What follows belongs to an exercise in optimizing a design on an open flow for small area; a production flow would make more cautious choices.
In this exercise RTL edits were held to simulation tests only and were not proved equivalent to the original.

==> flow/design.v (excerpt) <==
module cpu_core(
    input clk,
    input rst,
    output [5:0] pc_out,
    input [15:0] instr_out,
    input [15:0] mem_Data_in,
    output mem_wr,
    output mem_rd,
    output [15:0] reg_Data_2,
    output [5:0] data_mem_address
    );
    wire [3:0] op = instr_out[15:12];
    wire [3:0] rd = instr_out[11:8];
    wire [3:0] rs = instr_out[7:4];
    wire [3:0] rt = instr_out[3:0];
    genvar g, k;
    wire op_add  = (op == 4'h1);
    wire op_addi = (op == 4'h2);
    wire op_mul  = (op == 4'h3);
    wire op_and  = (op == 4'h4);
    wire op_or   = (op == 4'h5);
    wire op_div  = (op == 4'h6);
    wire op_jeq  = (op == 4'h7);
    wire op_cmp  = (op == 4'h8);
    wire op_mov  = (op == 4'h9);
    wire op_jmp  = (op == 4'hA);
    wire op_jr   = (op == 4'hB);
    wire op_lw   = (op == 4'hC);
    wire op_sw   = (op == 4'hD);
    wire op_li   = (op == 4'hE);
    wire op_sub  = (op == 4'hF);
    wire use_imm = op_addi | op_lw | op_sw;
    wire do_sub  = op_sub | op_cmp | op_jeq;
  ...
==> flow/config.mk <==
export PLATFORM = sky130hd
export DESIGN_NAME = cpu_core
export DESIGN_NICKNAME = cpu_core
export VERILOG_FILES = /design/flow/design.v
export SDC_FILE = /design/flow/constraint.sdc
export NUM_CORES = 4
export LEC_CHECK = 0
export CAP_MARGIN = 20
export CORE_MARGIN = 2
export CORE_UTILIZATION = 50
export CTS_CLUSTER_DIAMETER = 80
export CTS_CLUSTER_SIZE = 30
export GPL_TIMING_DRIVEN = 0
export PLACE_DENSITY = 0.75
export SLEW_MARGIN = 20
export SYNTH_HIERARCHICAL = 1
export SYNTH_MINIMUM_KEEP_SIZE = 0
==> flow/constraint.sdc <==
create_clock -name core_clock -period 11.0 [get_ports {clk}]
set_input_delay 2.2000 -clock core_clock [delete_from_list [all_inputs] [get_ports {clk}]]
set_output_delay 2.2000 -clock core_clock [all_outputs]
set_load 0.01 [all_outputs]
standard.sh (not shown) runs the stock make flow with config.mk's settings and CLKGATE_MAP_FILE= SYNTH_SCRIPT=/design/flow/synth_recipe.tcl, a recipe that flattens the netlist after the stock synthesis.
==> flow/flow/run.sh <==
#!/bin/bash
set -euo pipefail
export BUFFER_PORTS_ARGS="-buffer_cell sky130_fd_sc_hd__buf_1"
export RECOVER_POWER=100
export REMOVE_ABC_BUFFERS=1
export POST_GLOBAL_ROUTE_TCL="$PWD/flow/post_grt.tcl"
bash standard.sh > standard_flow.log 2>&1
==> flow/flow/post_grt.tcl <==
# Runs at the end of global routing, after power recovery: repair the slew and
# capacitance limits again, then setup and hold, and write the route guides anew.
global_route -start_incremental
repair_design_helper
detailed_placement
global_route -end_incremental
estimate_parasitics -global_routing
global_route -start_incremental
repair_timing_helper
detailed_placement
global_route -end_incremental
estimate_parasitics -global_routing
report_check_types -max_slew -max_capacitance
report_worst_slack
write_guides $::env(RESULTS_DIR)/route.guide
The baseline completed with no timing, DRC or antenna violations.
Next try:
--- a/flow/flow/run.sh
+++ b/flow/flow/run.sh
@@ -5 +4,0 @@
-export REMOVE_ABC_BUFFERS=1
Settings changed: PLACE_DENSITY 0.75 to not set.
The new run passed the timing, design-rule and antenna checks.
Routed wire length goes up by 11%.
Clock-buffer cell count came out higher by 3.
Cell area increases by 1.3%.
Synthesized cell count stays the same.

* * *

## the baseline
cpu_core again, from the RTL that the note above started with.
clock: 11.0 ns
lec_check: 0
cap_margin: 20
core_margin: 2
core_utilization: 50
cts_cluster_diameter: 80
cts_cluster_size: 30
gpl_timing_driven: 0
place_density: 0.8
slew_margin: 20
synth_hierarchical: 1
synth_minimum_keep_size: 0
==> flow/flow/run.sh <==
#!/bin/bash
set -euo pipefail
export BUFFER_PORTS_ARGS="-buffer_cell sky130_fd_sc_hd__buf_1"
export RECOVER_POWER=100
export REMOVE_ABC_BUFFERS=1
export POST_GLOBAL_ROUTE_TCL="$PWD/flow/post_grt.tcl"
bash standard.sh > standard_flow.log 2>&1
Scripts as last shown in full above: flow/flow/post_grt.tcl
For the candidate, these inputs were changed with respect to the baseline:
# the baseline
export LEC_CHECK = 0
export CAP_MARGIN = 20
export CORE_MARGIN = 2
export CORE_UTILIZATION = 50
export CTS_CLUSTER_DIAMETER = 80
export CTS_CLUSTER_SIZE = 30
export GPL_TIMING_DRIVEN = 0
export PLACE_DENSITY = 0.8
export SLEW_MARGIN = 20
export SYNTH_HIERARCHICAL = 1
export SYNTH_MINIMUM_KEEP_SIZE = 0
create_clock -name core_clock -period 11.0 [get_ports {clk}]
# the candidate
export LEC_CHECK = 0
export CAP_MARGIN = 20
export CORE_MARGIN = 2
export CORE_UTILIZATION = 50
export CTS_CLUSTER_DIAMETER = 80
export CTS_CLUSTER_SIZE = 30
export GPL_TIMING_DRIVEN = 0
export SLEW_MARGIN = 20
export SYNTH_HIERARCHICAL = 1
export SYNTH_MINIMUM_KEEP_SIZE = 0
create_clock -name core_clock -period 11.0 [get_ports {clk}]
### Flow results
Looking only at total routing resource utilization after global routing, and setting everything else aside, the higher value of the baseline and the candidate goes to the candidate. Between the candidate and the baseline, it is the candidate whose share of cells above drive strength 1 is higher, by 1.5 points. Of the baseline and the candidate, the baseline shows the lower total length of routed wires, with the candidate above it. Diff the baseline -> the candidate: relative slew slack went up 4.0 points; final number of setup-violating endpoints held; minimum setup slack among reg-to-reg paths went up 0.09 ns; non-clock buffer total of the final layout went down about 1.1%. In the tables for the baseline and the candidate, time the final worst path needs with I/O delays and setup reads higher with the candidate. Compared to the baseline, the candidate leaves less free space in the core. The post-layout net count on the candidate is in line with that on the baseline. Of the baseline and the candidate, the higher final area belongs to the candidate.

* * *

Starting RTL as in the previous note.
Settings: LEC_CHECK=0, CAP_MARGIN=20, CORE_MARGIN=2, CORE_UTILIZATION=50, CTS_CLUSTER_DIAMETER=80, CTS_CLUSTER_SIZE=30, GPL_TIMING_DRIVEN=0, PLACE_DENSITY=0.75, SLEW_MARGIN=20, SYNTH_HIERARCHICAL=1, SYNTH_MINIMUM_KEEP_SIZE=0; clock period 11.0 ns.
Scripts as last shown in full above: flow/flow/run.sh, flow/flow/post_grt.tcl
Edit:
CTS_BUF_LIST = sky130_fd_sc_hd__clkbuf_8   (was default)
CTS_CLUSTER_DIAMETER = 60   (was 80)
CTS_CLUSTER_SIZE = 18   (was 30)
SETUP_SLACK_MARGIN = 0.1   (was default)
The changed run passed the timing, design-rule and antenna checks.
Worst setup slack improves by 0.019 ns.
Flip-flop and latch count is unchanged.
Clock skew rises by 0.0067 ns.
Cell count increases by 0.95%.
Global-route usage came out higher by 0.11 points.
Wire length rose by 0.38%.
Utilization rose by 0.11 points.
Area after synthesis stays the same.

## port drivers added, routing unchanged
Ports are ideal in the flow. The routed layouts listed here were re-timed in OpenROAD. Step 1, drivers: a clkbuf_16 drives clk and a buf_2 each remaining input, both assumed. Step 2, shift: input delay + t, output delay - t, t = (earliest + latest rising clock arrival at the registers) / 2. This alone moves slack from input paths to output paths. Three values: no drivers, after step 1, after step 2; two values: the first two.
| run | shift t [ns] | setup WS [ns] | worst register clock-pin slew, ns | worst slew at a driven data input, ns |
|---|---|---|---|---|
| the first run of note 1 | 0.530 | 0.322 / 0.347 / -0.183 | 0.11 / 0.11 | 0.05 |
| the second run of note 1 | 0.540 | 0.256 / 0.275 / -0.265 | 0.11 / 0.11 | 0.05 |
| the baseline | 0.534 | 0.274 / 0.293 / -0.241 | 0.11 / 0.11 | 0.05 |
| the candidate | 0.549 | 0.231 / 0.256 / -0.293 | 0.11 / 0.11 | 0.04 |
| the first run of note 3 | 0.530 | 0.322 / 0.347 / -0.183 | 0.11 / 0.11 | 0.05 |
| the second run of note 3 | 0.583 | 0.341 / 0.364 / -0.219 | 0.11 / 0.11 | 0.05 |
With both steps, setup timing fails in every run listed, where it was met with ideal ports. For the second run of note 3, which loses most, drivers alone change the setup slack by +0.023 ns; drivers and shift together by -0.560 ns.
